This is an optimization exercise on Yosys and OpenROAD, whose aim is small area, not a production implementation.
Function was checked by simulation only, so behaviour that the tests miss may differ from the original. The clock port is modelled as an ideal driver; clocking choices that lean on that would not hold on a real chip.

==> inputs of run a <==
Design dct_top, start of the top module:
module dct_top(
	 input [7:0]x0,
	 input [7:0]x1,
	 input [7:0]x2,
	 input [7:0]x3,
	 input [7:0]x4,
	 input [7:0]x5,
	 input [7:0]x6,
	 input [7:0]x7,
	 input en,
	 input clk,
	 input rst,
	 output [13:0]y0,
	 output [13:0]y1,
	 output [13:0]y2,
	 output [13:0]y3,
	 output [13:0]y4,
	 output [13:0]y5,
	 output [13:0]y6,
	 output [13:0]y7
    );
Settings: LEC_CHECK=0, CAP_MARGIN=20, CORE_MARGIN=2, CORE_UTILIZATION=40, SLEW_MARGIN=20; clock period 12.0 ns.
standard.sh (not shown) runs the stock make flow with config.mk's settings and CLKGATE_MAP_FILE= SYNTH_SCRIPT=/design/flow/synth_recipe.tcl, a recipe that flattens the netlist after the stock synthesis.
==> flow/flow/run.sh <==
#!/bin/bash
# Standard ORFS layout (the standard.sh: ORFS synthesis and place-and-route), with:
#  - an area-oriented ABC mapping script (flow/abc_area_nf.script) in place of ORFS's
#    abc_speed.script, in a copy of ORFS's scripts folder; everything else in that
#    copy is ORFS's own, so the registers and the rest of synthesis are unchanged;
#  - port buffers of the smallest buffer cell (buf_1);
#  - clock tree: larger sink clusters and no dummy loads, so fewer clock buffers.
set -euo pipefail
SM="$PWD/scripts_abc"
rm -rf "$SM"
cp -r "$FLOW_HOME/scripts" "$SM"
cp flow/abc_area_nf.script "$SM/abc_speed.script"
bash standard.sh \
  SCRIPTS_DIR="$SM" \
  BUFFER_PORTS_ARGS="-buffer_cell sky130_fd_sc_hd__buf_1" \
  CTS_ARGS="-sink_clustering_enable -repair_clock_nets -dont_use_dummy_load -sink_clustering_size 30 -sink_clustering_max_diameter 100" \
  finish > standard_make.log 2>&1
==> flow/flow/abc_area_nf.script <==
&get -n
&st
&dch -f
&nf -a -F 4 -A 4
&put
topo
stime -c
==> inputs of run b, as changes to run a <==
==> flow/flow/run.sh (replaced) <==
#!/bin/bash
# Standard ORFS layout (the standard.sh, unchanged synthesis), with two changes:
#  - port buffers use the smallest buffer cell (buf_1) instead of the default choice;
#  - clock tree: clkbuf_8 buffers, sink clusters of up to 18, no dummy loads.
set -euo pipefail
bash standard.sh \
  BUFFER_PORTS_ARGS="-buffer_cell sky130_fd_sc_hd__buf_1" \
  CTS_ARGS="-sink_clustering_enable -repair_clock_nets -dont_use_dummy_load -buf_list sky130_fd_sc_hd__clkbuf_8 -sink_clustering_size 18 -sink_clustering_max_diameter 60" \
  finish > standard_make.log 2>&1
removed: flow/flow/abc_area_nf.script
==> comparison table <==
metric                                                    run b           run a
Status                                 timing/DRC/antenna clean  timing/DRC/antenna clean
Multi-input gates                                          1059            1034
Post-synthesis average cell area                    11.90 sq um     12.14 sq um
Via count of the first global-routing pass                15780           15020
Area occupied by multi-input gates               0.009911 sq mm  0.009361 sq mm
Number of H-tree branching levels                             2               1
Die Outline Area                                  0.05835 sq mm   0.05621 sq mm
Final-layout worst hold slack                         0.2825 ns       0.3336 ns
Final routed wirelength across all metal layers        69530 um        63370 um
Placed instance area                              0.02410 sq mm   0.02346 sq mm
Area added between synthesis and finish                  10.11%          10.83%
Sequential-to-total area share from yosys stat           52.15%          54.17%
Total routing usage reported by global routing           23.27%          22.36%
Sequential share of cell area                            47.39%          48.90%
Placement-stage worst setup slack                     0.5109 ns       0.8494 ns
Highest-delay cell along the critical path                 fa_1         nor3b_4

========
==> lagoon: inputs <==
dct_top again, from the RTL that the note above started with.
clock: 12.0 ns
lec_check: 0
cap_margin: 20
core_margin: 2
core_utilization: 40
slew_margin: 20
==> flow/flow/run.sh <==
#!/bin/bash
# Standard ORFS layout (the standard.sh: ORFS synthesis and place-and-route), with:
#  - an area-oriented ABC mapping script (flow/abc_area_nf.script) in place of ORFS's
#    abc_speed.script, in a copy of ORFS's scripts folder; everything else in that
#    copy is ORFS's own, so the registers and the rest of synthesis are unchanged;
#  - port buffers of the smallest buffer cell (buf_1);
#  - clock tree: larger sink clusters and no dummy loads, so fewer clock buffers.
set -euo pipefail
SM="$PWD/scripts_abc"
rm -rf "$SM"
cp -r "$FLOW_HOME/scripts" "$SM"
cp flow/abc_area_nf.script "$SM/abc_speed.script"
bash standard.sh \
  SCRIPTS_DIR="$SM" \
  BUFFER_PORTS_ARGS="-buffer_cell sky130_fd_sc_hd__buf_1" \
  CTS_ARGS="-sink_clustering_enable -repair_clock_nets -dont_use_dummy_load -sink_clustering_size 28 -sink_clustering_max_diameter 90" \
  finish > standard_make.log 2>&1
==> flow/flow/abc_area_nf.script <==
&get -n
&st
&dch -f
&nf -a -F 4 -A 4
&put
topo
stime -c
==> ember: changes against lagoon <==
--- a/flow/flow/run.sh
+++ b/flow/flow/run.sh
@@ -5,5 +5,5 @@
 #    copy is ORFS's own, so the registers and the rest of synthesis are unchanged;
 #  - port buffers of the smallest buffer cell (buf_1);
-#  - clock tree: larger sink clusters and no dummy loads, so fewer clock buffers.
+#  - clock tree: clkbuf_8 buffers, sink clusters of up to 18, no dummy loads.
 set -euo pipefail
 SM="$PWD/scripts_abc"
@@ -14,4 +14,4 @@
   SCRIPTS_DIR="$SM" \
   BUFFER_PORTS_ARGS="-buffer_cell sky130_fd_sc_hd__buf_1" \
-  CTS_ARGS="-sink_clustering_enable -repair_clock_nets -dont_use_dummy_load -sink_clustering_size 28 -sink_clustering_max_diameter 90" \
+  CTS_ARGS="-sink_clustering_enable -repair_clock_nets -dont_use_dummy_load -buf_list sky130_fd_sc_hd__clkbuf_8 -sink_clustering_size 18 -sink_clustering_max_diameter 60" \
   finish > standard_make.log 2>&1
==> comparison table <==
quantity                                                                ember                  lagoon
Result of the run                                              finished clean          finished clean
Min Tclk post-route                                                  11.56 ns                11.49 ns
Combined area of the multi-input logic cells                       9360 sq um              9360 sq um
Detailed route wirelength on metal2                                  29500 um                29100 um
Multi-input gate share of total cell area                               38.9%                   38.8%
Cell count along the critical path                                         28                      29
Arrival time worst endpoint                                           9.16 ns                 9.09 ns
Number of vias per cell                                                  5.48                    5.49
Detailed-route wire length on metal 1                                27400 um                27300 um
Origin of the worst min-delay path                      dctRAM.st6[8]$_DFF_P_  dctRAM.st1[61]$_DFF_P_
Transition time of the tightest slew-check pin                       0.831 ns                0.848 ns
Hold Worst Slack                                                     0.294 ns                0.318 ns
Number of non-filler instances in the completed layout                   2727                    2711
Met1 layer usage reported by global route                               30.8%                   30.8%
Via count of the first global-routing pass                              15148                   15042
Drt first-iter violations                                                1843                    1796
Fillers                                                                  5036                    5018
Min-Delay Endpoint                                      dctRAM.st7[8]$_DFF_P_  dctRAM.st2[61]$_DFF_P_
Final net count                                                          2285                    2269
Met3 usage in global routing                                            4.12%                   3.98%
Wire length of the first global-routing pass                         94400 um                94000 um
Number of clock buffer instances in the layout                             42                      26

[afterwards: timing with drivers on the ports]
Ports are ideal in the flow. The routed layouts listed here were re-timed in OpenROAD.
Step 1, drivers: a clkbuf_16 drives clk and a buf_2 each remaining input, both assumed.
Step 2 adds t to the input delays and takes it off the output delays; t is the mean of the earliest and latest rising clock arrival at the registers after step 1. Input paths then give back, and output paths get back, about the clock's delay inside the block.
Three values: ideal ports, drivers, drivers and shift; two values: the first two.
run	t, ns	slack for setup (ns)	pins driven straight from the clock port
run a	0.636	0.479 / 0.422 / 1.058	1
run b	0.686	0.378 / 0.324 / 1.010	1
lagoon	0.628	0.511 / 0.454 / 1.082	1
ember	0.681	0.437 / 0.384 / 1.065	1
After both steps every run listed still meets setup and hold.
